Context: an optimization exercise on an open-source flow, tuned for small area, a short achievable clock period and few clock cycles. The choices shown serve that exercise and are no tape-out recipe. Function was checked by simulation only, so behaviour that the tests miss may differ from the original. Power and IR drop assume default switching activity.

==> 01-27: inputs <==
==> flow/design.v (excerpt) <==
module LASER (
input CLK,
input RST,
input [3:0] X,
input [3:0] Y,
output reg [3:0] C1X,
output reg [3:0] C1Y,
output reg [3:0] C2X,
output reg [3:0] C2Y,
output reg DONE
);
export LEC_CHECK = 0
export ABC_AREA = 1
export CAP_MARGIN = 20
export CORE_MARGIN = 2
export CORE_UTILIZATION = 40
export SLEW_MARGIN = 20
create_clock -name core_clock -period 13.0 [get_ports {CLK}]
standard.sh (not shown) runs the stock make flow with config.mk's settings and CLKGATE_MAP_FILE= SYNTH_SCRIPT=/design/flow/synth_recipe.tcl, a recipe that flattens the netlist after the stock synthesis.
==> flow/flow/run.sh <==
#!/bin/bash
# The standard layout (the standard.sh), except that
#  * synthesis swaps in cell netlists for the per-point blocks and the
#    adders (swap.tcl), and
#  * ORFS's timing repair (after floorplan, CTS and global routing) works
#    towards a setup slack of MARGIN ns at the design's clock period,
#    instead of only to a slack of 0, so that it sizes up the cells of the
#    longest paths.
set -euo pipefail
MARGIN=8.9
here=$(cd "$(dirname "$0")" && pwd)
work=$(dirname "$here")
cd "$work"
sed "s#^make -C #make SYNTH_CANONICALIZE_TCL=$here/swap.tcl SETUP_SLACK_MARGIN=$MARGIN MATCH_CELL_FOOTPRINT=0 -C #" standard.sh > swapped_standard.sh
grep -q "SYNTH_CANONICALIZE_TCL=" swapped_standard.sh
bash swapped_standard.sh > make.log 2>&1
Other scripts of this flow, unchanged in this note and not shown: flow/flow/gates.v, flow/flow/swap.tcl
==> inputs of 08-08, as changes to 01-27 <==
--- a/flow/design.v
+++ b/flow/design.v
@@ -7,31 +7,31 @@
 output reg [3:0] C1Y,
 output reg [3:0] C2X,
 output reg [3:0] C2Y,
 output reg DONE
 );
 localparam NC = 12;
 localparam PW = 11;    
-localparam [3:0] LASTROW = 4'd5;
+localparam [3:0] LASTROW = 4'd7;
 integer i;
 genvar gj, gk;
 function [3:0] nextrow;
     input [3:0] r;
     case (r)
         4'd13: nextrow = 4'd12;
         4'd12: nextrow = 4'd11;
-        4'd11: nextrow = 4'd2;
-        4'd2:  nextrow = 4'd3;
-        4'd3:  nextrow = 4'd4;
-        4'd4:  nextrow = 4'd9;
+        4'd11: nextrow = 4'd10;
+        4'd10: nextrow = 4'd9;
         4'd9:  nextrow = 4'd8;
-        4'd8:  nextrow = 4'd7;
-        4'd7:  nextrow = 4'd10;
-        4'd10: nextrow = 4'd6;
-        4'd6:  nextrow = 4'd5;
+        4'd8:  nextrow = 4'd6;
+        4'd6:  nextrow = 4'd3;
+        4'd3:  nextrow = 4'd2;
+        4'd2:  nextrow = 4'd5;
+        4'd5:  nextrow = 4'd4;
+        4'd4:  nextrow = 4'd7;
         default: nextrow = 4'd13;
     endcase
 endfunction
 reg         ld;          
 reg  [5:0]  lcnt;
 reg         srun;        
 reg         smask;       
==> flow/flow/run.sh (replaced) <==
#!/bin/bash
# The standard layout (the standard.sh), except that
#  * synthesis swaps in cell netlists for the per-point blocks and the
#    adders (swap.tcl), and
#  * ORFS's timing repair (after floorplan, CTS and global routing) works
#    towards a setup slack of MARGIN ns at the design's clock period,
#    instead of only to a slack of 0, so that it sizes up the cells of the
#    longest paths.
set -euo pipefail
MARGIN=9.5
here=$(cd "$(dirname "$0")" && pwd)
work=$(dirname "$here")
cd "$work"
sed "s#^make -C #make SYNTH_CANONICALIZE_TCL=$here/swap.tcl SETUP_SLACK_MARGIN=$MARGIN MATCH_CELL_FOOTPRINT=0 -C #" standard.sh > swapped_standard.sh
grep -q "SYNTH_CANONICALIZE_TCL=" swapped_standard.sh
bash swapped_standard.sh > make.log 2>&1
==> inputs of 02-14, as changes to 01-27 <==
--- a/flow/design.v
+++ b/flow/design.v
@@ -7,31 +7,31 @@
 output reg [3:0] C1Y,
 output reg [3:0] C2X,
 output reg [3:0] C2Y,
 output reg DONE
 );
 localparam NC = 12;
 localparam PW = 11;    
-localparam [3:0] LASTROW = 4'd5;
+localparam [3:0] LASTROW = 4'd7;
 integer i;
 genvar gj, gk;
 function [3:0] nextrow;
     input [3:0] r;
     case (r)
         4'd13: nextrow = 4'd12;
         4'd12: nextrow = 4'd11;
-        4'd11: nextrow = 4'd2;
-        4'd2:  nextrow = 4'd3;
-        4'd3:  nextrow = 4'd4;
-        4'd4:  nextrow = 4'd9;
+        4'd11: nextrow = 4'd10;
+        4'd10: nextrow = 4'd9;
         4'd9:  nextrow = 4'd8;
-        4'd8:  nextrow = 4'd7;
-        4'd7:  nextrow = 4'd10;
-        4'd10: nextrow = 4'd6;
-        4'd6:  nextrow = 4'd5;
+        4'd8:  nextrow = 4'd6;
+        4'd6:  nextrow = 4'd3;
+        4'd3:  nextrow = 4'd2;
+        4'd2:  nextrow = 4'd5;
+        4'd5:  nextrow = 4'd4;
+        4'd4:  nextrow = 4'd7;
         default: nextrow = 4'd13;
     endcase
 endfunction
 reg         ld;          
 reg  [5:0]  lcnt;
 reg         srun;        
 reg         smask;       
==> flow/flow/run.sh (replaced) <==
#!/bin/bash
# The standard layout (the standard.sh), except that
#  * synthesis swaps in cell netlists for the per-point blocks and the
#    adders (swap.tcl), and
#  * ORFS's timing repair (after floorplan, CTS and global routing) works
#    towards a setup slack of MARGIN ns at the design's clock period,
#    instead of only to a slack of 0, so that it sizes up the cells of the
#    longest paths.
set -euo pipefail
MARGIN=9.2
here=$(cd "$(dirname "$0")" && pwd)
work=$(dirname "$here")
cd "$work"
sed "s#^make -C #make SYNTH_CANONICALIZE_TCL=$here/swap.tcl SETUP_SLACK_MARGIN=$MARGIN MATCH_CELL_FOOTPRINT=0 -C #" standard.sh > swapped_standard.sh
grep -q "SYNTH_CANONICALIZE_TCL=" swapped_standard.sh
bash swapped_standard.sh > make.log 2>&1
==> inputs of 01-13, as changes to 01-27 <==
==> flow/flow/run.sh (replaced) <==
#!/bin/bash
# The standard layout (the standard.sh), except that synthesis swaps in
# cell netlists for the per-point blocks and the adders (swap.tcl).
set -euo pipefail
here=$(cd "$(dirname "$0")" && pwd)
work=$(dirname "$here")
cd "$work"
sed "s#^make -C #make SYNTH_CANONICALIZE_TCL=$here/swap.tcl -C #" standard.sh > swapped_standard.sh
grep -q "SYNTH_CANONICALIZE_TCL=" swapped_standard.sh
bash swapped_standard.sh > make.log 2>&1
==> run summary <==
Die Y: 01-27 355 um; 01-13 355 um; 08-08 355 um; 02-14 355 um
Biggest cell delay along the critical path: 01-27 580 ps; 01-13 360 ps; 08-08 400 ps; 02-14 420 ps
Clock network area share: 01-27 5.63%; 01-13 5.68%; 08-08 4.98%; 02-14 5.18%
Dpl hpwl: 01-27 136,000 um; 01-13 136,000 um; 08-08 138,000 um; 02-14 139,000 um
Status: 01-27 finished clean; 01-13 finished clean; 08-08 finished clean; 02-14 finished clean
Number of cells in the design after placement: 01-27 8,024; 01-13 8,024; 08-08 8,008; 02-14 8,012
CP Capture Type: 01-27 register; 01-13 register; 08-08 output port; 02-14 output port
GR Layer Usage met3: 01-27 4.90%; 01-13 4.91%; 08-08 4.65%; 02-14 5.26%
Setup Slack @ Placement: 01-27 8530 ps; 01-13 8530 ps; 08-08 8360 ps; 02-14 8300 ps
Post-layout util: 01-27 45.1%; 01-13 44.7%; 08-08 51.6%; 02-14 46.5%
Nonclk buf count: 01-27 61; 01-13 51; 08-08 257; 02-14 116
Total routed wire length on the met1 layer: 01-27 74,000 um; 01-13 73,900 um; 08-08 78,700 um; 02-14 76,300 um
Hold Crit Start: 01-27 RY[126]$_DFF_P_; 01-13 RY[117]$_DFF_P_; 08-08 RY[101]$_DFF_P_; 02-14 RY[53]$_DFF_P_
Last weighted congestion value of the routability-driven placer: 01-27 0.996; 01-13 0.996; 08-08 0.991; 02-14 0.993
Most used cell, CP: 01-27 sky130_fd_sc_hd__fa_1; 01-13 sky130_fd_sc_hd__nand2_1; 08-08 -; 02-14 -
Met2 wire length: 01-27 77,500 um; 01-13 77,200 um; 08-08 83,600 um; 02-14 79,900 um
Testbench counts of 01-27, summed over its fixed seeds: cycles 11,210.
Testbench counts of 08-08, summed over its fixed seeds: cycles 11,144.
Testbench counts of 02-14, summed over its fixed seeds: cycles 11,144.
Testbench counts of 01-13, summed over its fixed seeds: cycles 11,210.

==> inputs of branch onyx <==
Another version of the RTL of LASER (not shown whole).
## LASER
module LASER (
input CLK,
input RST,
input [3:0] X,
input [3:0] Y,
output reg [3:0] C1X,
output reg [3:0] C1Y,
output reg [3:0] C2X,
output reg [3:0] C2Y,
output reg DONE
);
export LEC_CHECK = 0
export ABC_AREA = 1
export CAP_MARGIN = 20
export CORE_MARGIN = 2
export CORE_UTILIZATION = 40
export SLEW_MARGIN = 20
create_clock -name core_clock -period 13.0 [get_ports {CLK}]
run.sh (not shown) runs the stock make flow with config.mk's settings and CLKGATE_MAP_FILE= SYNTH_SCRIPT=/design/flow/synth_recipe.tcl, a recipe that flattens the netlist after the stock synthesis.
Stock flow here: none of the scripts above is used.
==> branch cedar: changes against branch onyx <==
--- a/flow/config.mk
+++ b/flow/config.mk
@@ -5,7 +5,6 @@
 export SDC_FILE = /design/flow/constraint.sdc
 export NUM_CORES = 4
 export LEC_CHECK = 0
-export ABC_AREA = 1
 export CAP_MARGIN = 20
 export CORE_MARGIN = 2
 export CORE_UTILIZATION = 40
==> comparison <==
- Branch onyx finished clean. Branch cedar completed without violations.
- Final cell count: branch onyx is lower than branch cedar (1.2%).
- In sequential power, branch onyx and branch cedar hardly differ.
- Critical path depth: branch cedar is lower than branch onyx (1).
- Of branch cedar and branch onyx, branch onyx has the higher sequential share of layout area (gap 1.8 points).
- Global-route usage: branch cedar is higher than branch onyx (1.2 points).
- In branch cedar the hold slack is higher than in branch onyx, by 0.0095 ns.
- Between branch onyx and branch cedar, the lower setup slack is in branch cedar (gap 0.34 ns).
- Of branch cedar and branch onyx, branch cedar has the higher first-iteration DRC count (gap about 44%, measured against branch onyx).
Testbench counts of branch onyx, summed over its fixed seeds: cycles 10,951.
Testbench counts of branch cedar, summed over its fixed seeds: cycles 10,951.

==> what the ideal ports hide <==
In the flow no input, the clock included, has a driving cell. The finished layouts below were timed again as built, in two steps. Step 1 assumes that a clkbuf_16 drives the clock port and a buf_2 every other input. Step 2 also shifts input and output timing later by t, the mid clock arrival at the registers, as if the neighbouring blocks saw the same clock. a / b / c = ideal / step 1 / step 2; a / b = the first two.
run | t, ns | setup slack, ns | hold WS [ns] | worst slew at a driven data input, ns | cell pins on the clock port's net
01-27 | 0.746 | 9.012 / 9.012 / 8.634 | 0.349 / 0.349 / 0.349 | 0.04 | 1
08-08 | 0.775 | 9.137 / 9.062 / 8.839 | 0.338 / 0.338 / 0.338 | 0.03 | 1
02-14 | 0.747 | 9.173 / 9.095 / 8.604 | 0.351 / 0.351 / 0.351 | 0.03 | 1
01-13 | 0.747 | 8.503 / 8.503 / 8.503 | 0.351 / 0.351 / 0.351 | 0.04 | 1
branch onyx | 0.738 | 7.050 / 7.050 / 7.050 | 0.362 / 0.362 / 0.362 | 0.04 | 1
branch cedar | 0.774 | 6.706 / 6.706 / 6.706 | 0.371 / 0.371 / 0.371 | 0.06 | 1
After both steps every run listed still meets setup and hold. For 02-14, which loses most, drivers alone change the setup slack by -0.078 ns; drivers and shift together by -0.569 ns.
